Background: an optimization exercise with open tools, aiming at small area and a short achievable clock period. Do not read the settings as production practice.
No functional check of the RTL was part of any run shown here.
Power is estimated from default activity; no workload was simulated.

===== config.mk =====
export PLATFORM = sky130hd
export DESIGN_NAME = PE
export DESIGN_NICKNAME = PE
export VERILOG_FILES = /design/flow/design.v
export SDC_FILE = /design/flow/constraint.sdc
export NUM_CORES = 4
export LEC_CHECK = 0
export CAP_MARGIN = 20
export CORE_MARGIN = 2
export CORE_UTILIZATION = 40
export SLEW_MARGIN = 20

===== constraint.sdc =====
create_clock -name core_clock -period 6.5 [get_ports {clk}]
set_input_delay 1.3000 -clock core_clock [delete_from_list [all_inputs] [get_ports {clk}]]
set_output_delay 1.3000 -clock core_clock [all_outputs]
set_load 0.01 [all_outputs]

===== design.v =====
`timescale 1ns/1ps
module register #(
    parameter NUM_STAGES = 2,
    parameter DATA_WIDTH = 2,
    parameter USE_RESET  = 1
)(
    input  wire                  CLK,
    input  wire                  RESET,
    input  wire [DATA_WIDTH-1:0] DIN,
    output wire [DATA_WIDTH-1:0] DOUT
);
genvar i;
generate
if (NUM_STAGES == 0)
begin : pass
    assign DOUT = DIN;
end
else
begin : stages
    reg [NUM_STAGES*DATA_WIDTH-1:0] din_delay;
    for (i=0; i<NUM_STAGES; i=i+1)
    begin : REGISTER_STAGES
        wire [DATA_WIDTH-1:0] prev;
        if (i == 0) begin : first
            assign prev = DIN;
        end else begin : rest
            assign prev = din_delay[(i-1)*DATA_WIDTH+:DATA_WIDTH];
        end
        always @(posedge CLK)
        begin
            if (USE_RESET && RESET)
                din_delay[i*DATA_WIDTH+:DATA_WIDTH] <= 0;
            else
                din_delay[i*DATA_WIDTH+:DATA_WIDTH] <= prev;
        end
    end
    assign DOUT = din_delay[(NUM_STAGES-1)*DATA_WIDTH+:DATA_WIDTH];
end
endgenerate
endmodule
`timescale 1ns/1ps
module macc (
  input  wire                 clk,
  input  wire                 reset,
  input  wire                 enable,
  input  wire                 clear,
  input  wire [ 2 : 0 ]       op_code,
  input  wire [ 15 : 0 ]      op_0,
  input  wire [ 15 : 0 ]      op_1,
  input  wire [ 15 : 0 ]      op_add,
  output wire [ 15 : 0 ]      out
);
  reg  [15:0] a1;
  reg  [7:0] neg1, one1, two1;
  reg  [15:0] add1;
  reg  [1:0] mode1;
  reg  en1, clr1;
  wire [15:0] b = op_code[0] ? op_0 : op_1;
  wire [16:0] bx = {b, 1'b0};
  wire [7:0] neg0, one0, two0;
  genvar g;
  generate for (g = 0; g < 8; g = g + 1) begin : booth
    assign neg0[g] = bx[2*g+2];
    assign one0[g] = bx[2*g+1] ^ bx[2*g];
    assign two0[g] = (bx[2*g+2] & ~bx[2*g+1] & ~bx[2*g]) | (~bx[2*g+2] & bx[2*g+1] & bx[2*g]);
  end endgenerate
  always @(posedge clk) begin
    a1    <= op_0;
    neg1  <= neg0;
    one1  <= one0;
    two1  <= two0;
    add1  <= op_add;
    mode1 <= op_code[2:1];
    en1   <= enable && !reset;
    clr1  <= clear;
  end
  wire pp0_0;
  wire pp0_1;
  wire pp0_2;
  wire pp0_3;
  wire pp0_4;
  wire pp0_5;
  wire pp0_6;
  wire pp0_7;
  wire pp0_8;
  wire pp0_9;
  wire pp0_10;
  wire pp0_11;
  wire pp0_12;
  wire pp0_13;
  wire pp0_14;
  wire pp0_15;
  wire pp1_0;
  wire pp1_1;
  wire pp1_2;
  wire pp1_3;
  wire pp1_4;
  wire pp1_5;
  wire pp1_6;
  wire pp1_7;
  wire pp1_8;
  wire pp1_9;
  wire pp1_10;
  wire pp1_11;
  wire pp1_12;
  wire pp1_13;
  wire pp2_0;
  wire pp2_1;
  wire pp2_2;
  wire pp2_3;
  wire pp2_4;
  wire pp2_5;
  wire pp2_6;
  wire pp2_7;
  wire pp2_8;
  wire pp2_9;
  wire pp2_10;
  wire pp2_11;
  wire pp3_0;
  wire pp3_1;
  wire pp3_2;
  wire pp3_3;
  wire pp3_4;
  wire pp3_5;
  wire pp3_6;
  wire pp3_7;
  wire pp3_8;
  wire pp3_9;
  wire pp4_0;
  wire pp4_1;
  wire pp4_2;
  wire pp4_3;
  wire pp4_4;
  wire pp4_5;
  wire pp4_6;
  wire pp4_7;
  wire pp5_0;
  wire pp5_1;
  wire pp5_2;
  wire pp5_3;
  wire pp5_4;
  wire pp5_5;
  wire pp6_0;
  wire pp6_1;
  wire pp6_2;
  wire pp6_3;
  wire pp7_0;
  wire pp7_1;
  wire t2s1;
  wire t2c2;
  wire t2s3;
  wire t2c4;
  wire t2s5;
  wire t2c6;
  wire t2s7;
  wire t2c8;
  wire t2s9;
  wire t2c10;
  wire t2s11;
  wire t2c12;
  wire t2s13;
  wire t2c14;
  wire t2s15;
  wire t2c16;
  wire t2s17;
  wire t2c18;
  wire t2s19;
  wire t2c20;
  wire t2s21;
  wire t2c22;
  wire t2s23;
  wire t2c24;
  wire t2s25;
  wire t2c26;
  wire t2s27;
  wire t2c28;
  wire t2s29;
  wire t2c30;
  wire t2s31;
  wire t2c32;
  wire t2s33;
  wire t2c34;
  wire t2s35;
  wire t2c36;
  wire t2s37;
  wire t2c38;
  wire t2s39;
  wire t2c40;
  wire t2s41;
  wire t2c42;
  wire t2s43;
  wire t2c44;
  wire t2s45;
  wire t2c46;
  wire t2s47;
  wire t2c48;
  wire t2s49;
  wire t2c50;
  wire t2s51;
  wire t2c52;
  wire t2s53;
  wire t2c54;
  wire t2s55;
  wire t2c56;
  wire t2s57;
  wire t2c58;
  wire t2s59;
  wire t2c60;
  wire t2s61;
  wire t2c62;
  wire t2s63;
  wire t2c64;
  wire t2s65;
  wire t2c66;
  wire t2s67;
  wire t2c68;
  wire t2s69;
  wire t2c70;
  wire t2s71;
  wire t2c72;
  wire t2s73;
  wire t2c74;
  wire t2s75;
  wire t2c76;
  wire t2s77;
  wire t2c78;
  wire t2s79;
  wire t2c80;
  wire t2s81;
  wire t2c82;
  wire t2s83;
  wire t2c84;
  wire t2s85;
  wire t2c86;
  wire t2s87;
  wire t2c88;
  wire t2s89;
  wire t2c90;
  wire t2s91;
  wire t2c92;
  wire t2s93;
  wire t2c94;
  wire t2s95;
  wire t2c96;
  wire t2s97;
  wire t2c98;
  wire t2s99;
  wire t2s100;
  wire t2s101;
  wire t2s102;
  wire t2s103;
  wire t2s104;
  wire t2s105;
  assign pp0_0 = (one1[0] & a1[0]) ^ neg1[0];
  assign pp0_1 = ((one1[0] & a1[1]) | (two1[0] & a1[0])) ^ neg1[0];
  assign pp0_2 = ((one1[0] & a1[2]) | (two1[0] & a1[1])) ^ neg1[0];
  assign pp0_3 = ((one1[0] & a1[3]) | (two1[0] & a1[2])) ^ neg1[0];
  assign pp0_4 = ((one1[0] & a1[4]) | (two1[0] & a1[3])) ^ neg1[0];
  assign pp0_5 = ((one1[0] & a1[5]) | (two1[0] & a1[4])) ^ neg1[0];
  assign pp0_6 = ((one1[0] & a1[6]) | (two1[0] & a1[5])) ^ neg1[0];
  assign pp0_7 = ((one1[0] & a1[7]) | (two1[0] & a1[6])) ^ neg1[0];
  assign pp0_8 = ((one1[0] & a1[8]) | (two1[0] & a1[7])) ^ neg1[0];
  assign pp0_9 = ((one1[0] & a1[9]) | (two1[0] & a1[8])) ^ neg1[0];
  assign pp0_10 = ((one1[0] & a1[10]) | (two1[0] & a1[9])) ^ neg1[0];
  assign pp0_11 = ((one1[0] & a1[11]) | (two1[0] & a1[10])) ^ neg1[0];
  assign pp0_12 = ((one1[0] & a1[12]) | (two1[0] & a1[11])) ^ neg1[0];
  assign pp0_13 = ((one1[0] & a1[13]) | (two1[0] & a1[12])) ^ neg1[0];
  assign pp0_14 = ((one1[0] & a1[14]) | (two1[0] & a1[13])) ^ neg1[0];
  assign pp0_15 = ((one1[0] & a1[15]) | (two1[0] & a1[14])) ^ neg1[0];
  assign pp1_0 = (one1[1] & a1[0]) ^ neg1[1];
  assign pp1_1 = ((one1[1] & a1[1]) | (two1[1] & a1[0])) ^ neg1[1];
  assign pp1_2 = ((one1[1] & a1[2]) | (two1[1] & a1[1])) ^ neg1[1];
  assign pp1_3 = ((one1[1] & a1[3]) | (two1[1] & a1[2])) ^ neg1[1];
  assign pp1_4 = ((one1[1] & a1[4]) | (two1[1] & a1[3])) ^ neg1[1];
  assign pp1_5 = ((one1[1] & a1[5]) | (two1[1] & a1[4])) ^ neg1[1];
  assign pp1_6 = ((one1[1] & a1[6]) | (two1[1] & a1[5])) ^ neg1[1];
  assign pp1_7 = ((one1[1] & a1[7]) | (two1[1] & a1[6])) ^ neg1[1];
  assign pp1_8 = ((one1[1] & a1[8]) | (two1[1] & a1[7])) ^ neg1[1];
  assign pp1_9 = ((one1[1] & a1[9]) | (two1[1] & a1[8])) ^ neg1[1];
  assign pp1_10 = ((one1[1] & a1[10]) | (two1[1] & a1[9])) ^ neg1[1];
  assign pp1_11 = ((one1[1] & a1[11]) | (two1[1] & a1[10])) ^ neg1[1];
  assign pp1_12 = ((one1[1] & a1[12]) | (two1[1] & a1[11])) ^ neg1[1];
  assign pp1_13 = ((one1[1] & a1[13]) | (two1[1] & a1[12])) ^ neg1[1];
  assign pp2_0 = (one1[2] & a1[0]) ^ neg1[2];
  assign pp2_1 = ((one1[2] & a1[1]) | (two1[2] & a1[0])) ^ neg1[2];
  assign pp2_2 = ((one1[2] & a1[2]) | (two1[2] & a1[1])) ^ neg1[2];
  assign pp2_3 = ((one1[2] & a1[3]) | (two1[2] & a1[2])) ^ neg1[2];
  assign pp2_4 = ((one1[2] & a1[4]) | (two1[2] & a1[3])) ^ neg1[2];
  assign pp2_5 = ((one1[2] & a1[5]) | (two1[2] & a1[4])) ^ neg1[2];
  assign pp2_6 = ((one1[2] & a1[6]) | (two1[2] & a1[5])) ^ neg1[2];
  assign pp2_7 = ((one1[2] & a1[7]) | (two1[2] & a1[6])) ^ neg1[2];
  assign pp2_8 = ((one1[2] & a1[8]) | (two1[2] & a1[7])) ^ neg1[2];
  assign pp2_9 = ((one1[2] & a1[9]) | (two1[2] & a1[8])) ^ neg1[2];
  assign pp2_10 = ((one1[2] & a1[10]) | (two1[2] & a1[9])) ^ neg1[2];
  assign pp2_11 = ((one1[2] & a1[11]) | (two1[2] & a1[10])) ^ neg1[2];
  assign pp3_0 = (one1[3] & a1[0]) ^ neg1[3];
  assign pp3_1 = ((one1[3] & a1[1]) | (two1[3] & a1[0])) ^ neg1[3];
  assign pp3_2 = ((one1[3] & a1[2]) | (two1[3] & a1[1])) ^ neg1[3];
  assign pp3_3 = ((one1[3] & a1[3]) | (two1[3] & a1[2])) ^ neg1[3];
  assign pp3_4 = ((one1[3] & a1[4]) | (two1[3] & a1[3])) ^ neg1[3];
  assign pp3_5 = ((one1[3] & a1[5]) | (two1[3] & a1[4])) ^ neg1[3];
  assign pp3_6 = ((one1[3] & a1[6]) | (two1[3] & a1[5])) ^ neg1[3];
  assign pp3_7 = ((one1[3] & a1[7]) | (two1[3] & a1[6])) ^ neg1[3];
  assign pp3_8 = ((one1[3] & a1[8]) | (two1[3] & a1[7])) ^ neg1[3];
  assign pp3_9 = ((one1[3] & a1[9]) | (two1[3] & a1[8])) ^ neg1[3];
  assign pp4_0 = (one1[4] & a1[0]) ^ neg1[4];
  assign pp4_1 = ((one1[4] & a1[1]) | (two1[4] & a1[0])) ^ neg1[4];
  assign pp4_2 = ((one1[4] & a1[2]) | (two1[4] & a1[1])) ^ neg1[4];
  assign pp4_3 = ((one1[4] & a1[3]) | (two1[4] & a1[2])) ^ neg1[4];
  assign pp4_4 = ((one1[4] & a1[4]) | (two1[4] & a1[3])) ^ neg1[4];
  assign pp4_5 = ((one1[4] & a1[5]) | (two1[4] & a1[4])) ^ neg1[4];
  assign pp4_6 = ((one1[4] & a1[6]) | (two1[4] & a1[5])) ^ neg1[4];
  assign pp4_7 = ((one1[4] & a1[7]) | (two1[4] & a1[6])) ^ neg1[4];
  assign pp5_0 = (one1[5] & a1[0]) ^ neg1[5];
  assign pp5_1 = ((one1[5] & a1[1]) | (two1[5] & a1[0])) ^ neg1[5];
  assign pp5_2 = ((one1[5] & a1[2]) | (two1[5] & a1[1])) ^ neg1[5];
  assign pp5_3 = ((one1[5] & a1[3]) | (two1[5] & a1[2])) ^ neg1[5];
  assign pp5_4 = ((one1[5] & a1[4]) | (two1[5] & a1[3])) ^ neg1[5];
  assign pp5_5 = ((one1[5] & a1[5]) | (two1[5] & a1[4])) ^ neg1[5];
  assign pp6_0 = (one1[6] & a1[0]) ^ neg1[6];
  assign pp6_1 = ((one1[6] & a1[1]) | (two1[6] & a1[0])) ^ neg1[6];
  assign pp6_2 = ((one1[6] & a1[2]) | (two1[6] & a1[1])) ^ neg1[6];
  assign pp6_3 = ((one1[6] & a1[3]) | (two1[6] & a1[2])) ^ neg1[6];
  assign pp7_0 = (one1[7] & a1[0]) ^ neg1[7];
  assign pp7_1 = ((one1[7] & a1[1]) | (two1[7] & a1[0])) ^ neg1[7];
  assign t2s1 = neg1[1] ^ pp0_2;
  assign t2c2 = neg1[1] & pp0_2;
  assign t2s3 = pp0_3 ^ pp1_1;
  assign t2c4 = pp0_3 & pp1_1;
  assign t2s5 = neg1[2] ^ pp0_4 ^ pp1_2;
  assign t2c6 = (neg1[2] & pp0_4) | (neg1[2] & pp1_2) | (pp0_4 & pp1_2);
  assign t2s7 = pp2_0 ^ t2c4;
  assign t2c8 = pp2_0 & t2c4;
  assign t2s9 = pp0_5 ^ pp1_3 ^ pp2_1;
  assign t2c10 = (pp0_5 & pp1_3) | (pp0_5 & pp2_1) | (pp1_3 & pp2_1);
  assign t2s11 = t2c8 ^ t2c6;
  assign t2c12 = t2c8 & t2c6;
  assign t2s13 = neg1[3] ^ pp0_6 ^ pp1_4;
  assign t2c14 = (neg1[3] & pp0_6) | (neg1[3] & pp1_4) | (pp0_6 & pp1_4);
  assign t2s15 = pp2_2 ^ pp3_0 ^ t2c10;
  assign t2c16 = (pp2_2 & pp3_0) | (pp2_2 & t2c10) | (pp3_0 & t2c10);
  assign t2s17 = t2s13 ^ t2c12;
  assign t2c18 = t2s13 & t2c12;
  assign t2s19 = pp0_7 ^ pp1_5 ^ pp2_3;
  assign t2c20 = (pp0_7 & pp1_5) | (pp0_7 & pp2_3) | (pp1_5 & pp2_3);
  assign t2s21 = pp3_1 ^ t2c14 ^ t2s19;
  assign t2c22 = (pp3_1 & t2c14) | (pp3_1 & t2s19) | (t2c14 & t2s19);
  assign t2s23 = t2c18 ^ t2c16;
  assign t2c24 = t2c18 & t2c16;
  assign t2s25 = neg1[4] ^ pp0_8 ^ pp1_6;
  assign t2c26 = (neg1[4] & pp0_8) | (neg1[4] & pp1_6) | (pp0_8 & pp1_6);
  assign t2s27 = pp2_4 ^ pp3_2 ^ pp4_0;
  assign t2c28 = (pp2_4 & pp3_2) | (pp2_4 & pp4_0) | (pp3_2 & pp4_0);
  assign t2s29 = t2c20 ^ t2s25 ^ t2s27;
  assign t2c30 = (t2c20 & t2s25) | (t2c20 & t2s27) | (t2s25 & t2s27);
  assign t2s31 = t2c22 ^ t2s29;
  assign t2c32 = t2c22 & t2s29;
  assign t2s33 = pp0_9 ^ pp1_7 ^ pp2_5;
  assign t2c34 = (pp0_9 & pp1_7) | (pp0_9 & pp2_5) | (pp1_7 & pp2_5);
  assign t2s35 = pp3_3 ^ pp4_1 ^ t2c26;
  assign t2c36 = (pp3_3 & pp4_1) | (pp3_3 & t2c26) | (pp4_1 & t2c26);
  assign t2s37 = t2c28 ^ t2s33 ^ t2c30;
  assign t2c38 = (t2c28 & t2s33) | (t2c28 & t2c30) | (t2s33 & t2c30);
  assign t2s39 = t2s35 ^ t2c32;
  assign t2c40 = t2s35 & t2c32;
  assign t2s41 = neg1[5] ^ pp0_10 ^ pp1_8;
  assign t2c42 = (neg1[5] & pp0_10) | (neg1[5] & pp1_8) | (pp0_10 & pp1_8);
  assign t2s43 = pp2_6 ^ pp3_4 ^ pp4_2;
  assign t2c44 = (pp2_6 & pp3_4) | (pp2_6 & pp4_2) | (pp3_4 & pp4_2);
  assign t2s45 = pp5_0 ^ t2c34 ^ t2s41;
  assign t2c46 = (pp5_0 & t2c34) | (pp5_0 & t2s41) | (t2c34 & t2s41);
  assign t2s47 = t2s43 ^ t2c36 ^ t2s45;
  assign t2c48 = (t2s43 & t2c36) | (t2s43 & t2s45) | (t2c36 & t2s45);
  assign t2s49 = t2c38 ^ t2c40;
  assign t2c50 = t2c38 & t2c40;
  assign t2s51 = pp0_11 ^ pp1_9 ^ pp2_7;
  assign t2c52 = (pp0_11 & pp1_9) | (pp0_11 & pp2_7) | (pp1_9 & pp2_7);
  assign t2s53 = pp3_5 ^ pp4_3 ^ pp5_1;
  assign t2c54 = (pp3_5 & pp4_3) | (pp3_5 & pp5_1) | (pp4_3 & pp5_1);
  assign t2s55 = t2c42 ^ t2c44 ^ t2s51;
  assign t2c56 = (t2c42 & t2c44) | (t2c42 & t2s51) | (t2c44 & t2s51);
  assign t2s57 = t2s53 ^ t2c46 ^ t2s55;
  assign t2c58 = (t2s53 & t2c46) | (t2s53 & t2s55) | (t2c46 & t2s55);
  assign t2s59 = t2c48 ^ t2s57;
  assign t2c60 = t2c48 & t2s57;
  assign t2s61 = neg1[6] ^ pp0_12 ^ pp1_10;
  assign t2c62 = (neg1[6] & pp0_12) | (neg1[6] & pp1_10) | (pp0_12 & pp1_10);
  assign t2s63 = pp2_8 ^ pp3_6 ^ pp4_4;
  assign t2c64 = (pp2_8 & pp3_6) | (pp2_8 & pp4_4) | (pp3_6 & pp4_4);
  assign t2s65 = pp5_2 ^ pp6_0 ^ t2c52;
  assign t2c66 = (pp5_2 & pp6_0) | (pp5_2 & t2c52) | (pp6_0 & t2c52);
  assign t2s67 = t2c54 ^ t2s61 ^ t2s63;
  assign t2c68 = (t2c54 & t2s61) | (t2c54 & t2s63) | (t2s61 & t2s63);
  assign t2s69 = t2c56 ^ t2s65 ^ t2s67;
  assign t2c70 = (t2c56 & t2s65) | (t2c56 & t2s67) | (t2s65 & t2s67);
  assign t2s71 = t2c58 ^ t2s69;
  assign t2c72 = t2c58 & t2s69;
  assign t2s73 = pp0_13 ^ pp1_11 ^ pp2_9;
  assign t2c74 = (pp0_13 & pp1_11) | (pp0_13 & pp2_9) | (pp1_11 & pp2_9);
  assign t2s75 = pp3_7 ^ pp4_5 ^ pp5_3;
  assign t2c76 = (pp3_7 & pp4_5) | (pp3_7 & pp5_3) | (pp4_5 & pp5_3);
  assign t2s77 = pp6_1 ^ t2c62 ^ t2c64;
  assign t2c78 = (pp6_1 & t2c62) | (pp6_1 & t2c64) | (t2c62 & t2c64);
  assign t2s79 = t2s73 ^ t2s75 ^ t2c66;
  assign t2c80 = (t2s73 & t2s75) | (t2s73 & t2c66) | (t2s75 & t2c66);
  assign t2s81 = t2c68 ^ t2s77 ^ t2s79;
  assign t2c82 = (t2c68 & t2s77) | (t2c68 & t2s79) | (t2s77 & t2s79);
  assign t2s83 = t2c70 ^ t2c72;
  assign t2c84 = t2c70 & t2c72;
  assign t2s85 = neg1[7] ^ pp0_14 ^ pp1_12;
  assign t2c86 = (neg1[7] & pp0_14) | (neg1[7] & pp1_12) | (pp0_14 & pp1_12);
  assign t2s87 = pp2_10 ^ pp3_8 ^ pp4_6;
  assign t2c88 = (pp2_10 & pp3_8) | (pp2_10 & pp4_6) | (pp3_8 & pp4_6);
  assign t2s89 = pp5_4 ^ pp6_2 ^ pp7_0;
  assign t2c90 = (pp5_4 & pp6_2) | (pp5_4 & pp7_0) | (pp6_2 & pp7_0);
  assign t2s91 = t2c74 ^ t2c76 ^ t2s85;
  assign t2c92 = (t2c74 & t2c76) | (t2c74 & t2s85) | (t2c76 & t2s85);
  assign t2s93 = t2s87 ^ t2s89 ^ t2c78;
  assign t2c94 = (t2s87 & t2s89) | (t2s87 & t2c78) | (t2s89 & t2c78);
  assign t2s95 = t2s91 ^ t2c80 ^ t2s93;
  assign t2c96 = (t2s91 & t2c80) | (t2s91 & t2s93) | (t2c80 & t2s93);
  assign t2s97 = t2c82 ^ t2s95;
  assign t2c98 = t2c82 & t2s95;
  assign t2s99 = pp0_15 ^ pp1_13 ^ pp2_11;
  assign t2s100 = pp3_9 ^ pp4_7 ^ pp5_5;
  assign t2s101 = pp6_3 ^ pp7_1 ^ t2c86;
  assign t2s102 = t2c88 ^ t2c90 ^ t2s100;
  assign t2s103 = t2s99 ^ t2c92 ^ t2s101;
  assign t2s104 = t2s102 ^ t2c94 ^ t2s103;
  assign t2s105 = t2c96 ^ t2s104;
  reg  p2_0_0;
  reg  p2_0_1;
  reg  p2_1_0;
  reg  p2_2_0;
  reg  p2_2_1;
  reg  p2_3_0;
  reg  p2_3_1;
  reg  p2_4_0;
  reg  p2_4_1;
  reg  p2_5_0;
  reg  p2_5_1;
  reg  p2_6_0;
  reg  p2_6_1;
  reg  p2_7_0;
  reg  p2_7_1;
  reg  p2_8_0;
  reg  p2_8_1;
  reg  p2_9_0;
  reg  p2_9_1;
  reg  p2_10_0;
  reg  p2_10_1;
  reg  p2_11_0;
  reg  p2_11_1;
  reg  p2_12_0;
  reg  p2_12_1;
  reg  p2_13_0;
  reg  p2_13_1;
  reg  p2_14_0;
  reg  p2_14_1;
  reg  p2_15_0;
  reg  p2_15_1;
  reg  [15:0] add2;
  reg  [1:0] mode2;
  reg  en2, clr2;
  always @(posedge clk) begin
    p2_0_0 <= neg1[0];
    p2_0_1 <= pp0_0;
    p2_1_0 <= pp0_1;
    p2_2_0 <= pp1_0;
    p2_2_1 <= t2s1;
    p2_3_0 <= t2c2;
    p2_3_1 <= t2s3;
    p2_4_0 <= t2s5;
    p2_4_1 <= t2s7;
    p2_5_0 <= t2s9;
    p2_5_1 <= t2s11;
    p2_6_0 <= t2s15;
    p2_6_1 <= t2s17;
    p2_7_0 <= t2s21;
    p2_7_1 <= t2s23;
    p2_8_0 <= t2c24;
    p2_8_1 <= t2s31;
    p2_9_0 <= t2s37;
    p2_9_1 <= t2s39;
    p2_10_0 <= t2s47;
    p2_10_1 <= t2s49;
    p2_11_0 <= t2c50;
    p2_11_1 <= t2s59;
    p2_12_0 <= t2c60;
    p2_12_1 <= t2s71;
    p2_13_0 <= t2s81;
    p2_13_1 <= t2s83;
    p2_14_0 <= t2c84;
    p2_14_1 <= t2s97;
    p2_15_0 <= t2c98;
    p2_15_1 <= t2s105;
    add2  <= add1;
    mode2 <= mode1;
    en2   <= en1;
    clr2  <= clr1;
  end
  reg  [15:0] acc;
  wire [15:0] dadd = mode2[0] ? acc : mode2[1] ? add2 : 16'd0;
  wire t3s106;
  wire t3c107;
  wire t3s108;
  wire t3c109;
  wire t3s110;
  wire t3c111;
  wire t3s112;
  wire t3c113;
  wire t3s114;
  wire t3c115;
  wire t3s116;
  wire t3c117;
  wire t3s118;
  wire t3c119;
  wire t3s120;
  wire t3c121;
  wire t3s122;
  wire t3c123;
  wire t3s124;
  wire t3c125;
  wire t3s126;
  wire t3c127;
  wire t3s128;
  wire t3c129;
  wire t3s130;
  wire t3c131;
  wire t3s132;
  wire t3c133;
  wire t3s134;
  wire t3c135;
  wire t3s136;
  assign t3s106 = p2_0_0 ^ p2_0_1;
  assign t3c107 = p2_0_0 & p2_0_1;
  assign t3s108 = p2_1_0 ^ t3c107;
  assign t3c109 = p2_1_0 & t3c107;
  assign t3s110 = p2_2_0 ^ p2_2_1 ^ dadd[2];
  assign t3c111 = (p2_2_0 & p2_2_1) | (p2_2_0 & dadd[2]) | (p2_2_1 & dadd[2]);
  assign t3s112 = p2_3_0 ^ p2_3_1 ^ dadd[3];
  assign t3c113 = (p2_3_0 & p2_3_1) | (p2_3_0 & dadd[3]) | (p2_3_1 & dadd[3]);
  assign t3s114 = p2_4_0 ^ p2_4_1 ^ dadd[4];
  assign t3c115 = (p2_4_0 & p2_4_1) | (p2_4_0 & dadd[4]) | (p2_4_1 & dadd[4]);
  assign t3s116 = p2_5_0 ^ p2_5_1 ^ dadd[5];
  assign t3c117 = (p2_5_0 & p2_5_1) | (p2_5_0 & dadd[5]) | (p2_5_1 & dadd[5]);
  assign t3s118 = p2_6_0 ^ p2_6_1 ^ dadd[6];
  assign t3c119 = (p2_6_0 & p2_6_1) | (p2_6_0 & dadd[6]) | (p2_6_1 & dadd[6]);
  assign t3s120 = p2_7_0 ^ p2_7_1 ^ dadd[7];
  assign t3c121 = (p2_7_0 & p2_7_1) | (p2_7_0 & dadd[7]) | (p2_7_1 & dadd[7]);
  assign t3s122 = p2_8_0 ^ p2_8_1 ^ dadd[8];
  assign t3c123 = (p2_8_0 & p2_8_1) | (p2_8_0 & dadd[8]) | (p2_8_1 & dadd[8]);
  assign t3s124 = p2_9_0 ^ p2_9_1 ^ dadd[9];
  assign t3c125 = (p2_9_0 & p2_9_1) | (p2_9_0 & dadd[9]) | (p2_9_1 & dadd[9]);
  assign t3s126 = p2_10_0 ^ p2_10_1 ^ dadd[10];
  assign t3c127 = (p2_10_0 & p2_10_1) | (p2_10_0 & dadd[10]) | (p2_10_1 & dadd[10]);
  assign t3s128 = p2_11_0 ^ p2_11_1 ^ dadd[11];
  assign t3c129 = (p2_11_0 & p2_11_1) | (p2_11_0 & dadd[11]) | (p2_11_1 & dadd[11]);
  assign t3s130 = p2_12_0 ^ p2_12_1 ^ dadd[12];
  assign t3c131 = (p2_12_0 & p2_12_1) | (p2_12_0 & dadd[12]) | (p2_12_1 & dadd[12]);
  assign t3s132 = p2_13_0 ^ p2_13_1 ^ dadd[13];
  assign t3c133 = (p2_13_0 & p2_13_1) | (p2_13_0 & dadd[13]) | (p2_13_1 & dadd[13]);
  assign t3s134 = p2_14_0 ^ p2_14_1 ^ dadd[14];
  assign t3c135 = (p2_14_0 & p2_14_1) | (p2_14_0 & dadd[14]) | (p2_14_1 & dadd[14]);
  assign t3s136 = p2_15_0 ^ p2_15_1 ^ dadd[15];
  wire [15:0] rx = {t3c135, t3c133, t3c131, t3c129, t3c127, t3c125, t3c123, t3c121, t3c119, t3c117, t3c115, t3c113, t3c111, t3c109, dadd[1], dadd[0]};
  wire [15:0] ry = {t3s136, t3s134, t3s132, t3s130, t3s128, t3s126, t3s124, t3s122, t3s120, t3s118, t3s116, t3s114, t3s112, t3s110, t3s108, t3s106};
  always @(posedge clk) begin
    if (reset || clr2)
      acc <= 16'd0;
    else if (en2)
      acc <= rx + ry;
  end
  assign out = acc;
endmodule
module ram
#(
  parameter integer DATA_WIDTH    = 16,
  parameter integer ADDR_WIDTH    = 5
)
(
  input  wire                         clk,
  input  wire                         reset,
  input  wire                         s_read_req,
  input  wire [ ADDR_WIDTH  -1 : 0 ]  s_read_addr,
  output reg  [ DATA_WIDTH  -1 : 0 ]  s_read_data,
  input  wire                         s_write_req,
  input  wire [ ADDR_WIDTH  -1 : 0 ]  s_write_addr,
  input  wire [ DATA_WIDTH  -1 : 0 ]  s_write_data
);
  reg  [ DATA_WIDTH -1 : 0 ] mem [ 0 : (1<<ADDR_WIDTH)-1 ];
  reg  [ ADDR_WIDTH -1 : 0 ] rd_addr;
  reg  [ ADDR_WIDTH -1 : 0 ] wr_addr;
  reg  [ DATA_WIDTH -1 : 0 ] wr_data;
  reg                        rd_addr_v;
  reg                        wr_addr_v;
  always @(posedge clk) begin
    rd_addr_v <= s_read_req && !reset;
    wr_addr_v <= s_write_req && !reset;
    rd_addr   <= s_read_addr;
    wr_addr   <= s_write_addr;
    wr_data   <= s_write_data;
  end
  always @(posedge clk)
    if (wr_addr_v)
      mem[wr_addr] <= wr_data;
  always @(posedge clk)
    if (reset)
      s_read_data <= 0;
    else if (rd_addr_v)
      s_read_data <= mem[rd_addr];
endmodule
`timescale 1ns/1ps
module fifo
#(
    parameter   DATA_WIDTH          = 16,
    parameter   ADDR_WIDTH          = 4,
    parameter   RAM_DEPTH           = (1 << ADDR_WIDTH)
)(
    input  wire                         clk,
    input  wire                         reset,
    input  wire                         push,
    input  wire                         pop,
    input  wire [ DATA_WIDTH -1 : 0 ]   data_in,
    output reg  [ DATA_WIDTH -1 : 0 ]   data_out
);
reg     [ADDR_WIDTH-1:0]        wr_pointer;
reg     [ADDR_WIDTH-1:0]        rd_pointer;
reg     [ADDR_WIDTH  :0]        fifo_count;
reg     [DATA_WIDTH-1:0]        mem[0:RAM_DEPTH-1];
wire empty = (fifo_count == 0);
wire full  = (fifo_count == RAM_DEPTH);
wire do_push = push && !full;
wire do_pop  = pop && !empty;
always @ (posedge clk)
begin
  if (reset)
    fifo_count <= 0;
  else if (do_push && !do_pop)
    fifo_count <= fifo_count + 1;
  else if (do_pop && !do_push)
    fifo_count <= fifo_count - 1;
end
always @ (posedge clk)
begin
  if (reset)
    wr_pointer <= 0;
  else if (do_push)
    wr_pointer <= wr_pointer + 1;
end
always @ (posedge clk)
begin
  if (reset)
    rd_pointer <= 0;
  else if (do_pop)
    rd_pointer <= rd_pointer + 1;
end
always @ (posedge clk)
  if (do_push)
    mem[wr_pointer] <= data_in;
always @ (posedge clk)
  if (do_pop)
    data_out <= mem[rd_pointer];
endmodule
module activation #(
  parameter OP_WIDTH  = 16
) (
  input  wire                                         clk,
  input  wire                                         enable,
  input  wire        [ OP_WIDTH           -1 : 0 ]    in,
  output wire        [ OP_WIDTH           -1 : 0 ]    out
);
reg [OP_WIDTH-1:0] activation_data;
always @(posedge clk)
  if (enable)
    activation_data <= ($signed(in) > 0) ? in : {OP_WIDTH{1'b0}};
  else
    activation_data <= in;
assign out = activation_data;
endmodule
`timescale 1ns/1ps
module PE #(
  parameter integer PE_BUF_ADDR_WIDTH   = 5,
  parameter integer OP_WIDTH            = 16,
  parameter integer ACC_WIDTH           = 16,
  parameter         LAYER_NORM          = "NO"
)
(
  input  wire                                         clk,
  input  wire                                         reset,
  input  wire                                         mask,
  input  wire  [ 10+2*PE_BUF_ADDR_WIDTH -1 : 0 ]      ctrl,
  input  wire                                         src_2_sel,
  input  wire  [ OP_WIDTH             -1 : 0 ]        read_data_0,
  input  wire  [ OP_WIDTH             -1 : 0 ]        read_data_1,
  input  wire  [ OP_WIDTH             -1 : 0 ]        read_data_2,
  output wire  [ OP_WIDTH             -1 : 0 ]        lrn_center,
  output wire  [ OP_WIDTH             -1 : 0 ]        write_data,
  output wire  [ OP_WIDTH             -1 : 0 ]        pe_buffer_read_data,
  input  wire                                         pe_neuron_read_req,
  input  wire  [ OP_WIDTH             -1 : 0 ]        pe_neuron_write_data,
  input  wire                                         pe_neuron_write_req,
  input  wire  [ PE_BUF_ADDR_WIDTH    -1 : 0 ]        pe_neuron_write_addr,
  output wire                                         write_valid
);
  localparam integer OP_CODE_WIDTH  = 3;
  wire [ OP_WIDTH           -1 : 0 ]  pe_buffer_write_data;
  wire [ OP_WIDTH           -1 : 0 ]  pe_buffer_read_data_d;
  wire                                src_2_sel_dd;
  wire                                _pe_buffer_write_req;
  wire                                pe_buffer_write_req;
  wire                                pe_buffer_read_req;
  wire                                _pe_buffer_read_req;
  wire                                flush, flush_d;
  wire                                enable;
  wire [ OP_CODE_WIDTH      -1 : 0 ]  op_code;
  wire [ PE_BUF_ADDR_WIDTH  -1 : 0 ]  buf_rd_addr;
  wire [ PE_BUF_ADDR_WIDTH  -1 : 0 ]  _buf_wr_addr;
  wire [ PE_BUF_ADDR_WIDTH  -1 : 0 ]  buf_wr_addr;
  wire [ OP_WIDTH           -1 : 0 ]  conv_out;
  wire                                norm_fifo_push;
  wire                                norm_fifo_pop;
  wire [ OP_WIDTH           -1 : 0 ]  macc_out;
  assign {norm_fifo_push, norm_fifo_pop,
    buf_rd_addr, _buf_wr_addr,
    flush, write_valid, _pe_buffer_write_req, _pe_buffer_read_req, enable, op_code} = ctrl;
  assign pe_buffer_read_req  = _pe_buffer_read_req || pe_neuron_read_req;
  assign pe_buffer_write_req = _pe_buffer_write_req || pe_neuron_write_req;
  assign buf_wr_addr = pe_neuron_write_req ? pe_neuron_write_addr : _buf_wr_addr;
  wire [OP_WIDTH-1:0] macc_op_add = src_2_sel_dd == 0 ?
    read_data_2 : pe_buffer_read_data;
  assign conv_out = !flush_d ? macc_out : pe_buffer_read_data_d;
  register #(.NUM_STAGES(2), .DATA_WIDTH(1)) src_2_delay (
    .CLK(clk), .RESET(reset), .DIN(src_2_sel), .DOUT(src_2_sel_dd));
  register #(.NUM_STAGES(3), .DATA_WIDTH(1)) macc_en_delay (
    .CLK(clk), .RESET(reset), .DIN(flush), .DOUT(flush_d));
  register #(.NUM_STAGES(3), .DATA_WIDTH(OP_WIDTH), .USE_RESET(0)) fifo_out_delay (
    .CLK(clk), .RESET(reset), .DIN(pe_buffer_read_data), .DOUT(pe_buffer_read_data_d));
  macc MACC_pe (
    .clk      ( clk                 ),
    .reset    ( reset               ),
    .enable   ( enable && mask      ),
    .clear    ( !mask               ),
    .op_code  ( op_code             ),
    .op_0     ( read_data_0         ),
    .op_1     ( read_data_1         ),
    .op_add   ( macc_op_add         ),
    .out      ( macc_out            )
  );
  assign pe_buffer_write_data = pe_neuron_write_req ? pe_neuron_write_data : conv_out;
  ram #(
    .DATA_WIDTH               ( OP_WIDTH                 ),
    .ADDR_WIDTH               ( PE_BUF_ADDR_WIDTH        )
  ) pe_buffer (
    .clk                      ( clk                      ),
    .reset                    ( reset                    ),
    .s_write_req              ( pe_buffer_write_req      ),
    .s_write_data             ( pe_buffer_write_data     ),
    .s_write_addr             ( buf_wr_addr              ),
    .s_read_req               ( pe_buffer_read_req       ),
    .s_read_data              ( pe_buffer_read_data      ),
    .s_read_addr              ( buf_rd_addr              )
  );
  activation #(
    .OP_WIDTH                 ( OP_WIDTH                 )
  ) ReLU (
    .clk                      ( clk                      ),
    .enable                   ( 1'b0                     ),
    .in                       ( conv_out                 ),
    .out                      ( write_data               )
  );
  fifo #(
    .DATA_WIDTH               ( OP_WIDTH                 ),
    .ADDR_WIDTH               ( 4                        )
  ) norm_fifo (
    .clk                      ( clk                      ),
    .reset                    ( reset                    ),
    .push                     ( norm_fifo_push           ),
    .pop                      ( norm_fifo_pop            ),
    .data_in                  ( read_data_0              ),
    .data_out                 ( lrn_center               )
  );
endmodule

===== run.sh =====
#!/bin/bash
# synth_recipe.tcl (not shown) runs the flow's synth.tcl, then flattens the netlist and writes it again
# the make line also repeats each setting of config.mk as NAME=value (left out here)
make -C /OpenROAD-flow-scripts/flow DESIGN_CONFIG=/design/flow/config.mk WORK_HOME=/design/flow/orfs CLKGATE_MAP_FILE= SYNTH_SCRIPT=/design/flow/synth_recipe.tcl finish

==> summary.txt, run 1 <==
Max Slew Vio Count: 0
sw frac: 26.5%
Syn Inst Count: 2221
NetSw: 4.51 mW
full die area: 104000 um2
vias per cell: 5.44
Worst Hold Depth: 0
area taken by multi-input logic gates: 10900 um2
mean post-synth cell area: 18.2 um2
DRT iter0 DRCs: 2039
Leakage: 16.0 nW
flip-flop and latch area: 28600 um2
DRC errors left: 0
mapped cell area: 40400 um2
Post-CTS Setup Repair Bufs: 0
dominant cells by area after synthesis: edfxtp_1 (58%), dfxtp_1 (13%), mux4_2 (12%)
Crit path arrival time: 4350 ps
Ports: 144
Clk pin slew, worst setup/hold paths: 60 ps
maximum vdd drop: 0.256 mV
Synth top area share: 58.3%
first-pass GRT wire length: 141 mm
pwr/cell area: 362 nW/um2
Routed WL per cell: 25.1 um
number of global-route vias before repair: 21400
CTS tree: done
top_reg_cell synth: edfxtp_1
later-pin clock latency in the skew report: 710 ps
largest net degree at the start of global routing: 65
clock power share: 35.7%
port bufs: 141
slowest stage delay, CP: 680 ps
gp weighted congestion: 0.849
HP Start: fifo_out_delay.stages.din_delay[2]
Overflow after GRT: 0
H-Tree Depth: 3
final critical-path share of the clock period: 57.6%
RR Startpoint: MACC_pe.a1[3]
HPWL after DPL: 60.3 mm
Comb power frac: 18.0%
hold_ws: 314 ps
TritonCTS buffer count: 106
Syn. warnings: 7
post-cts resize count: 0
slowest stage cell, crit path: dfxtp_1
R2R Path End: MACC_pe.p2_15_1
Reg2Reg Setup Slack: 2760 ps
share of cells above drive strength 1: 20.9%
Vias: 20700
number of synthesized flops with an enable pin: 784
first-pass detailed-route iteration total: 6
Slew headroom: 23.6%
Crit path required time: 7110 ps
crit-path cells: a22oi_1 > xor2_1 > fa_1 > fa_1 > fa_1 > fa_1 > xor2_1 > xnor2_1 > xnor2_1 > xnor2_1 > xnor2_1
fill count: 8334
FF-to-FF path depth: 11
Pint: 12.5 mW
Tot Pwr: 17.0 mW
Async S/R FF share, synth: 0%
final setup violation count: 0
Reg power frac: 46.4%
nets@finish: 2607
WS Path Type: flop to flop
Final Skew: 75.8 ps
status: finished clean
Slew @ Worst Pin: 1140 ps
Hold Path Class: flop to flop
Setup WS post-layout: 2760 ps
Yosys top cell by area: edfxtp_1
Core Area: 100000 um2
pre-CTS WS: 2670 ps
overall routing resource usage: 18.6%
standard-cell rows: 116
Hold Fails Final Rpt: 0
Area Overhead vs Synth: 16.2%
initial antenna violation count: 5
Synth cell types: 53
Mapped Nets: 2406
Routed Wire Length: 95.7 mm
clk root buf: clkbuf_16
Min Clock Period, post-route: 3740 ps
CTS Sinks: 1037
Seq/Total Area, Yosys: 70.8%
Setup crit end kind: flop
CP max FO: 13
Initial Util: 40.4%
Max Freq: 0.267 GHz
die extent in y: 322 um
Synth Register Bits: 1037
die width: 322 um
hold bufs inserted after CTS: 0
RSZ-0062 raised after global routing: false
max cap viols: 0
Hold Path End: fifo_out_delay.stages.din_delay[18]
final setup TNS: 0 ps
CTS max path bufs: 3
DRT antenna net count: 0
CP startpoint kind: flop
[flip-flops by register name, summed over array words and instances (netlist names), 3 cells and up]
name / flops
macc_en_delay.stages.din_delay: 3
pe_buffer.wr_addr: 5
pe_buffer.s_read_data: 16
ReLU.activation_data: 16
MACC_pe.two1: 8
fifo_out_delay.stages.din_delay: 48
MACC_pe.one1: 8
pe_buffer.rd_addr: 5
norm_fifo.fifo_count: 5
MACC_pe.acc: 16
MACC_pe.add1: 16
norm_fifo.data_out: 16
pe_buffer.mem: 512
MACC_pe.neg1: 8
pe_buffer.wr_data: 16
norm_fifo.wr_pointer: 4
MACC_pe.a1: 16
MACC_pe.add2: 16
norm_fifo.mem: 256
norm_fifo.rd_pointer: 4
[layout by cell type (no fill, tap or decap), drive strengths merged, types with 3 or more instances in the layout]
cell type,synthesis,final
inv,97,103
mux2,55,55
clkbuf,54,142
nor2,106,106
mux4,208,208
a21oi,49,49
clkinv,1,39
edfxtp,784,784
mux2i,44,44
buf,63,71
fa,51,51
a22oi,76,76
or2,4,4
ha,39,39
bufinv,0,8
xor2,38,38
o22ai,43,43
nand2b,7,7
nand3b,6,6
nand2,38,38
clkinvlp,0,3
nand3,16,16
o211ai,4,4
a22o,3,3
and2,3,3
or3,4,4
nor3,12,12
clkdlybuf4s50,0,139
a211oi,29,29
nand4,6,6
a21o,9,9
o21ai,16,16
dfxtp,253,253
xnor2,75,75
nor2b,10,10
[critical path, delay by kind of cell (launching register included)]
kind,cells,cell delay (ps)
AOI/OAI and AO/OA,1,170
xor gates and xnor gates,6,1020
adders and majority gates,4,1790
DFF,1,680
[how the worst max path moves through the flow]
stage / start / end / slack [ps]
after global routing: MACC_pe.mode2[0] / MACC_pe.acc[13] / 2640
final: MACC_pe.a1[3] / MACC_pe.p2_15_1 / 2760
after CTS: MACC_pe.mode2[0] / MACC_pe.acc[10] / 2660
after floorplan: MACC_pe.neg1[1] / MACC_pe.p2_15_1 / 3010
after global placement: ctrl[19] / norm_fifo.fifo_count[4] / 2620
after detailed placement: ctrl[19] / norm_fifo.fifo_count[4] / 2670
[power by group through the flow]
stage	combinational [mW]	sequential [mW]	clock, mW
global placement	3.04	8.03	0
detailed placement	3.07	8.04	0
CTS	3.10	7.90	6.20
floorplan	2.19	7.85	0
global route	3.41	7.94	6.48
finish	3.06	7.89	6.07
[logic make-up (layout without fill, tap and decap cells)]
| group | after synthesis | in the layout | synth area share [%] |
|---|---|---|---|
| DFF | 1037 | 1037 | 70.8 |
| muxes | 307 | 307 | 14.2 |
| AOI/OAI and AO/OA | 240 | 240 | 3.96 |
| and+or+nand+nor | 219 | 219 | 2.47 |
| buffers and inverters | 215 | 505 | 2.40 |
| xor gates and xnor gates | 113 | 113 | 2.45 |
| adders and majority gates | 90 | 90 | 3.73 |
| other | 0 | 1 | 0 |
[area by class of cell]
| cell class | instances | share of cell area (%) |
|---|---|---|
| Clock inverter | 55 | 1.21 |
| Timing Repair Buffer | 210 | 4.17 |
| Multi-Input combinational cell | 969 | 23.1 |
| Tap cell | 1298 | 3.46 |
| Clock buffer | 142 | 6.31 |
| Inverter | 98 | 0.783 |
| Sequential cell | 1037 | 61.0 |
| Antenna cell | 1 | 0.00533 |
[layer usage]
metal  vias to the layer above  track usage (%)  routed length [um]
met4                         0             5.57                2350
met2                       690             28.9               44500
met3                       137             3.48                6330
li1                       9011                -                   -
met5                         -                0                   0
met1                     10900             26.6               42500
[cells in the mapped netlist (13+ instances only)]
library cell	number
a22oi_1	76
xor2_1	38
nand2_1	38
dfxtp_1	253
o22ai_1	43
nand3_1	16
ha_1	39
mux4_2	208
buf_4	13
edfxtp_1	784
a21oi_1	49
xnor2_1	75
buf_2	25
mux2_2	55
o21ai_0	15
a211oi_1	29
mux2i_1	44
buf_1	14
inv_1	96
nor2_1	106
clkbuf_1	54
fa_1	51
[per-stage QoR]
step | cell area [um2] | instances | utilization, %
finish | 47000 | 3810 | 46.9
global route | 47000 | 3809 | 46.9
CTS | 47000 | 3809 | 46.9
detailed placement | 43400 | 3612 | 43.4
global placement | 43400 | 3611 | 43.3
floorplan | 40400 | 2221 | -
==> run 2: changes to the inputs <==
--- a/config.mk
+++ b/config.mk
@@ -7,2 +7,3 @@
 export LEC_CHECK = 0
+export ABC_CLOCK_PERIOD_IN_PS = 2800
 export CAP_MARGIN = 20
@@ -10,2 +11,3 @@
 export CORE_UTILIZATION = 40
+export SETUP_SLACK_MARGIN = 3.6
 export SLEW_MARGIN = 20
==> run 2 against run 1 <==
Hold slack gained 6.6 ps. Still clean on timing, DRC and antenna. Wire length grew 1.9%. Sequential share of layout area shrank 0.99 points. Worst setup slack gained 570 ps. Largest cell class unchanged. Sequential power is essentially flat. Total power grew 3.8%.
==> summary.txt, run 2 <==
Routed Wire Length: 97.5 mm (+1.9%)
H-Tree Depth: 3 (unchanged)
Core Area: 100000 um2 (unchanged)
DRT antenna net count: 0 (unchanged)
Slew @ Worst Pin: 1120 ps (-20.0 ps)
Max Slew Vio Count: 0 (unchanged)
HPWL after DPL: 60.8 mm (+0.78%)
Crit path arrival time: 3720 ps (-630 ps)
die width: 322 um (unchanged)
DRC errors left: 0 (unchanged)
max cap viols: 0 (unchanged)
dpl cell area: 43400 um2 (about the same)
Setup WS post-layout: 3330 ps (+575 ps)
post-layout util: 47.9% (+0.99 points)
Post-synth top cells: edfxtp_1 (784), dfxtp_1 (253), mux4_2 (208)
largest net degree at the start of global routing: 66 (+1.5%)
register with the most flip-flops: pe_buffer.mem
Crit path required time: 7050 ps (-60 ps)
number of synthesized flops with an enable pin: 784 (unchanged)
Mapped Nets: 2406 (unchanged)
CTS tree: done
Clk pin slew, worst setup/hold paths: 60 ps (about the same)
Synth cell types: 53 (unchanged)
dominant cells by area after synthesis: edfxtp_1 (58%), dfxtp_1 (13%), mux4_2 (12%)
CTS Sinks: 1037 (unchanged)
Ports: 144 (unchanged)
WS Path Type: flop to flop
biggest regs: pe_buffer.mem x512, norm_fifo.mem x256, fifo_out_delay.stages.din_delay x48
DRT iter0 DRCs: 1945 (-4.6%)
Setup crit end kind: flop
final setup violation count: 0 (unchanged)
final setup TNS: 0 ps (unchanged)
Async S/R FF share, synth: 0% (unchanged)
clk root buf: clkbuf_16
status: finished clean
first-pass detailed-route iteration total: 5 (-1)
Cells after DPL: 3609 (-0.083%)
Synth Register Bits: 1037 (unchanged)
max reg flops: 512 (unchanged)
overall routing resource usage: 18.7% (+0.16 points)
Max Freq: 0.316 GHz (+18%)
area taken by multi-input logic gates: 11200 um2 (+3.3%)
Slew headroom: 24.9% (+1.3 points)
mean post-synth cell area: 18.2 um2 (unchanged)
Leakage: 16.3 nW (+2.4%)
flip-flop and latch area: 28800 um2 (+0.45%)
hold_ws: 321 ps (+6.62 ps)
full die area: 104000 um2 (unchanged)
Synth top area share: 58.3% (unchanged)
gp weighted congestion: 0.835 (-1.6%)
commonest non-fill, non-tap cells in the layout: edfxtp_1 (784), mux4_2 (208), dfxtp_1 (193)
mapped cell area: 40400 um2 (unchanged)
Hold Path Class: flop to flop
Tot Pwr: 17.7 mW (+3.8%)
Final Instance Count excl. Fillers: 3838 (+0.73%)
top_reg_cell synth: edfxtp_1
Syn Inst Count: 2221 (unchanged)
CTS max path bufs: 3 (unchanged)
Area Overhead vs Synth: 18.7%
nets@finish: 2633 (+1.0%)
maximum vdd drop: 0.208 mV (-19%)
most common cell after layout, fill and taps aside: edfxtp_1
die extent in y: 322 um (unchanged)
CP startpoint kind: flop
Syn. warnings: 7 (unchanged)
CP max FO: 2 (-11)
initial antenna violation count: 0 (-5)
Hold Fails Final Rpt: 0 (unchanged)
pwr/cell area: 369 nW/um2 (+1.7%)
final instance area: 48000 um2 (+2.1%)
final critical-path share of the clock period: 48.7% (-8.8 points)
Initial Util: 40.4% (unchanged)
Routed WL per cell: 25.4 um (+1.2%)
Yosys top cell by area: edfxtp_1
Min Clock Period, post-route: 3170 ps (-575 ps)
vias per cell: 5.44 (about the same)
number of global-route vias before repair: 21300 (-0.49%)
fill count: 8286 (-0.58%)
share of cells above drive strength 1: 26.5% (+5.6 points)
Final Skew: 34.3 ps (-41.5 ps)
Overflow after GRT: 0 (unchanged)
RSZ-0062 raised after global routing: true
most frequent cell after synthesis: edfxtp_1
pre-CTS WS: 2800 ps (+133 ps)
later-pin clock latency in the skew report: 690 ps (-20 ps)
Vias: 20900 (+0.69%)
port bufs: 141 (unchanged)
standard-cell rows: 116 (unchanged)
first-pass GRT wire length: 142 mm (+0.86%)
TritonCTS buffer count: 105 (-0.94%)
Seq/Total Area, Yosys: 70.8% (unchanged)
[run 2: critical path, cell delays in order, from the launching register on]
cell	delay, ps
dfxtp_4	350
a22oi_2	190
xor2_1	110
fa_2	410
fa_2	400
fa_1	490
fa_2	360
xor2_1	150
xnor2_1	130
xnor2_1	140
xnor2_1	210
xnor2_1	100
[run 2: timing repair]
item | in CTS | in global routing
hold buffers | 0 | 0
setup buffers | 18 | 10
resized for setup | 112 | 62
setup endpoints to repair | 88 | 51
pin swaps | 11 | 27
cloned | 1 | 1
endpoints found under the hold margin | 0 | 0
[run 2: cell families (layout without fill, tap and decap cells)]
kind of cell	count (synthesis)	in the layout	synth area share [%]
fa+ha+maj	90	90	3.73
mux	307	307	14.2
compound gates	240	240	3.96
simple gates	219	220	2.47
xor+xnor	113	113	2.45
other cells	0	1	0
flops	1037	1037	70.8
buf+inv	215	532	2.40
[run 2: where the power goes]
group | leakage, nW | internal (mW) | switching, mW
logic | 5.20 | 1.61 | 1.76
registers | 9.30 | 7.55 | 0.339
clock network | 1.84 | 3.88 | 2.54
[run 2: cell type report]
cell class / count / share of cell area (%)
sequential: 1037 / 60.0
multi-input combinational: 970 / 23.4
clock buffer: 154 / 6.49
timing repair buffer: 236 / 4.65
tap: 1298 / 3.39
clock inverter: 44 / 1.35
inverter: 98 / 0.769
antenna: 1 / 0.00522
[run 2: worst paths after layout]
check        slack, ps  cells after the start                                from                                   to
max               3330                     11                       MACC_pe.a1[4]                      MACC_pe.p2_15_1
min                320                      0  fifo_out_delay.stages.din_delay[5]  fifo_out_delay.stages.din_delay[21]
max reg2reg       3330                     11                       MACC_pe.a1[4]                      MACC_pe.p2_15_1
min reg2reg        320                      0  fifo_out_delay.stages.din_delay[5]  fifo_out_delay.stages.din_delay[21]
[run 2: layer usage]
layer  GRT usage [%]  vias to the layer above  routed length (um)
met5               0                        -                   0
li1                -                     9078                   -
met4            5.18                        0                1940
met1            26.0                    11000               41700
met2            30.5                      694               47900
met3            3.17                      124                6030
==> run 3: changes to the inputs <==
--- a/config.mk
+++ b/config.mk
@@ -10,3 +10,3 @@
 export CORE_MARGIN = 2
-export CORE_UTILIZATION = 40
+export CORE_UTILIZATION = 60
 export SETUP_SLACK_MARGIN = 3.6
==> run 3 against run 2 <==
Wire length shrank 2.4%. Total power shrank 2.8%. Still clean on timing, DRC and antenna. Highest routed layer is now met5. Clock power shrank 8.3%. Critical path depth is the same. Non-clock buffer count grew 18. Die area shrank 33%. Hold slack gained 1.7 ps. Synthesized area is the same.
==> summary.txt, run 3 <==
dpl cell area: 42900 um2 (-1.2%)
HP Start: fifo_out_delay.stages.din_delay[8]
Synth Area in Compound Gates: 3.96% (unchanged)
Hold Path End: fifo_out_delay.stages.din_delay[24]
final setup violation count: 0 (unchanged)
first-pass detailed-route iteration total: 5 (unchanged)
status: finished clean
nets@finish: 2647 (+0.53%)
commonest non-fill, non-tap cells in the layout: edfxtp_1 (784), mux4_2 (208), dfxtp_1 (197)
Leakage: 16.3 nW (-0.31%)
Setup crit end kind: flop
Slew @ Worst Pin: 1120 ps (-6.63 ps)
Synth Register Bits: 1037 (unchanged)
initial antenna violation count: 10 (+10)
Yosys top cell by area: edfxtp_1
Vias: 20900 (+0.20%)
first-pass GRT wire length: 139 mm (-2.1%)
Post-Synth XOR/XNOR Area: 2.45% (unchanged)
Worst Hold Depth: 0 (unchanged)
mean post-synth cell area: 18.2 um2 (unchanged)
Final Skew: 25.7 ps (-8.65 ps)
Synth cell types: 53 (unchanged)
die extent in y: 264 um (-18%)
Post-Synth Adder-Cell Area: 3.73% (unchanged)
RSZ-0062 raised after global routing: true
Post-synth top cells: edfxtp_1 (784), dfxtp_1 (253), mux4_2 (208)
Ports: 144 (unchanged)
WS Path Type: flop to flop
standard-cell rows: 95 (-18%)
maximum vdd drop: 0.244 mV (+17%)
mapped cell area: 40400 um2 (unchanged)
CP max FO: 7 (+5)
Crit path arrival time: 3640 ps (-80 ps)
later-pin clock latency in the skew report: 660 ps (-30 ps)
area taken by multi-input logic gates: 11400 um2 (+1.2%)
CP startpoint kind: flop
Core Area: 66900 um2 (-33%)
Seq/Total Area, Yosys: 70.8% (unchanged)
largest family of logic cells by synthesized area: multiplexers
Setup WS post-layout: 3400 ps (+68.8 ps)
most common cell after layout, fill and taps aside: edfxtp_1
Mapped Nets: 2406 (unchanged)
vias per cell: 6.11 (+12%)
number of global-route vias before repair: 21100 (-0.77%)
top_reg_cell synth: edfxtp_1
FF-to-FF path depth: 11 (unchanged)
HPWL after DPL: 59.3 mm (-2.4%)
clk root buf: clkbuf_16
Initial Util: 60.4% (+20 points)
flip-flop and latch area: 28700 um2 (about the same)
DRC errors left: 0 (unchanged)
Synth top area share: 58.3% (unchanged)
RR Startpoint: MACC_pe.two1[4]
DRT antenna net count: 0 (unchanged)
port bufs: 141 (unchanged)
pre-CTS WS: 2810 ps (+9.69 ps)
Max Slew Vio Count: 0 (unchanged)
Syn. warnings: 7 (unchanged)
final instance area: 47300 um2 (-1.4%)
gp weighted congestion: 0.847 (+1.5%)
pwr/cell area: 364 nW/um2 (-1.3%)
Routed Wire Length: 95.2 mm (-2.4%)
R2R Path End: MACC_pe.p2_15_1
proportion of synthesized area in mux cells: 14.2% (unchanged)
Clk pin slew, worst setup/hold paths: 60 ps (about the same)
overall routing resource usage: 27.7% (+8.9 points)
final critical-path share of the clock period: 47.7% (-1.1 points)
largest net degree at the start of global routing: 51 (-23%)
Hold Fails Final Rpt: 0 (unchanged)
CTS tree: done
register with the most flip-flops: pe_buffer.mem
wire length on met2: 47.6 mm (-0.61%)
most frequent cell after synthesis: edfxtp_1
top layer in use: met5
H-Tree Depth: 3 (unchanged)
CTS max path bufs: 3 (unchanged)
Min Clock Period, post-route: 3100 ps (-68.8 ps)
Syn Inst Count: 2221 (unchanged)
Synth Area in Simple Gates: 2.47% (unchanged)
Max Freq: 0.323 GHz (+2.2%)
Hold Path Class: flop to flop
biggest regs: pe_buffer.mem x512, norm_fifo.mem x256, fifo_out_delay.stages.din_delay x48
dominant cells by area after synthesis: edfxtp_1 (58%), dfxtp_1 (13%), mux4_2 (12%)
full die area: 69500 um2 (-33%)
Reg2Reg Setup Slack: 3400 ps (+70 ps)
Overflow after GRT: 0 (unchanged)
Crit path required time: 7040 ps (about the same)
TritonCTS buffer count: 101 (-3.8%)
fill count: 4287 (-48%)
CTS Sinks: 1037 (unchanged)
DR WL met3: 6.04 mm (about the same)
max reg flops: 512 (unchanged)
Routed WL per cell: 27.8 um (+9.5%)
number of synthesized flops with an enable pin: 784 (unchanged)
met1 wire length: 38.6 mm (-7.5%)
Area Overhead vs Synth: 17.0%
share of cells above drive strength 1: 27.5% (+0.94 points)
hold bufs inserted after CTS: 0 (unchanged)
die width: 264 um (-18%)
Slew headroom: 25.4% (+0.44 points)
max cap viols: 0 (unchanged)
Tot Pwr: 17.2 mW (-2.8%)
Async S/R FF share, synth: 0% (unchanged)
DRT iter0 DRCs: 1801 (-7.4%)
final setup TNS: 0 ps (unchanged)
==> run 3: cell count changes in the layout (fill, tap and decap cells not counted), moves of 6 or more <==
cell       before  now
buf_4          82  103
clkbuf_1       22   13
clkbuf_16     111  103
clkbuf_8       19    8
clkinv_1        7   20
clkinv_2       14   20
dfxtp_4        34   25
nor2_1        104   97
nor2_2          0    9
==> run 3: layout make-up <==
class                      instances  area share, %
multi-input combinational        970           24.0
sequential                      1037           60.8
inverter                          98          0.781
timing repair buffer             254           4.92
tap                              873           2.31
clock buffer                     125           5.80
antenna                            3         0.0159
clock inverter                    63           1.37
==> run 3: report_power, final <==
part | internal, mW | switching (mW)
Clock | 3.41 | 2.48
Combinational | 1.63 | 1.80
Sequential | 7.55 | 0.324
==> run 3: stage by stage <==
step | hold WS [ps] | cells | utilization [%]
2_1_floorplan | 310 | 2221 | -
3_3_place_gp | 310 | 3181 | 64.1
3_5_place_dp | 312 | 3182 | 64.1
4_1_cts | 322 | 3396 | 69.8
5_1_grt | 322 | 3423 | 70.7
6_report | 323 | 3423 | 70.7
==> run 3: worst max-delay path by stage <==
stage,start,to,cells past startpoint,slack [ps]
after global placement,ctrl[19],norm_fifo.fifo_count[4],10,2790
after CTS,MACC_pe.one1[3],MACC_pe.p2_15_1,11,3380
after detailed placement,ctrl[19],norm_fifo.fifo_count[4],10,2810
after global routing,MACC_pe.a1[3],MACC_pe.p2_15_1,11,3290
final,MACC_pe.two1[4],MACC_pe.p2_15_1,11,3400
after floorplan,MACC_pe.a1[8],MACC_pe.p2_15_1,12,3310
==> run 3: layer usage <==
layer	track usage [%]	up-vias
li1	-	9098
met1	38.5	10900
met2	45.7	795
met3	4.12	172
met4	8.94	6
met5	0	-
==> run 3: logic make-up after synthesis <==
| group | count (synthesis) |
|---|---|
| DFF | 1037 |
| and+or+nand+nor | 219 |
| muxes | 307 |
| AOI/OAI and AO/OA | 240 |
| adders and majority gates | 90 |
| xor gates and xnor gates | 113 |
| buffers and inverters | 215 |
==> run 3: repair_timing <==
item / CTS / global route
cloned: 1 / 0
resized for setup: 98 / 86
setup buffers: 25 / 24
setup endpoints to repair: 167 / 47
pin swaps: 7 / 33
==> run 3: worst max-delay path, cell delays in order (launching register included) <==
cell and delay [ps]:
dfxtp_2 440, a22oi_2 100, xor2_2 170, fa_2 390
fa_2 370, fa_1 460, fa_2 350, xor2_1 150
xnor2_1 140, xnor2_1 190, xnor2_1 150, xnor2_1 90

separate check: timing with driven ports:
Ports are ideal in the flow. The routed layouts listed here were re-timed in OpenROAD. Step 1 (the two cells are an assumption about what drives the block):
set clk [get_ports {clk}]
set_driving_cell -lib_cell sky130_fd_sc_hd__clkbuf_16 $clk
set_driving_cell -lib_cell sky130_fd_sc_hd__buf_2 [delete_from_list [all_inputs] $clk]
Step 2, shift: input delay + t, output delay - t, t = (earliest + latest rising clock arrival at the registers) / 2. This alone moves slack from input paths to output paths. a / b / c = no drivers / after step 1 / after step 2; a / b = the first two.
run | t, ns | slack for setup (ns) | hold slack, ns | worst data-port slew with drivers (ns)
run 1 | 0.736 | 2.759 / 2.759 / 2.670 | 0.314 / 0.314 / 0.314 | 0.07
run 2 | 0.741 | 3.333 / 3.333 / 2.982 | 0.321 / 0.321 / 0.321 | 0.06
run 3 | 0.712 | 3.402 / 3.402 / 3.007 | 0.323 / 0.323 / 0.323 | 0.11
After both steps every run listed still meets setup and hold. The setup slack of run 3, which loses most, moves by 0.000 ns with the drivers and by -0.395 ns with both steps.
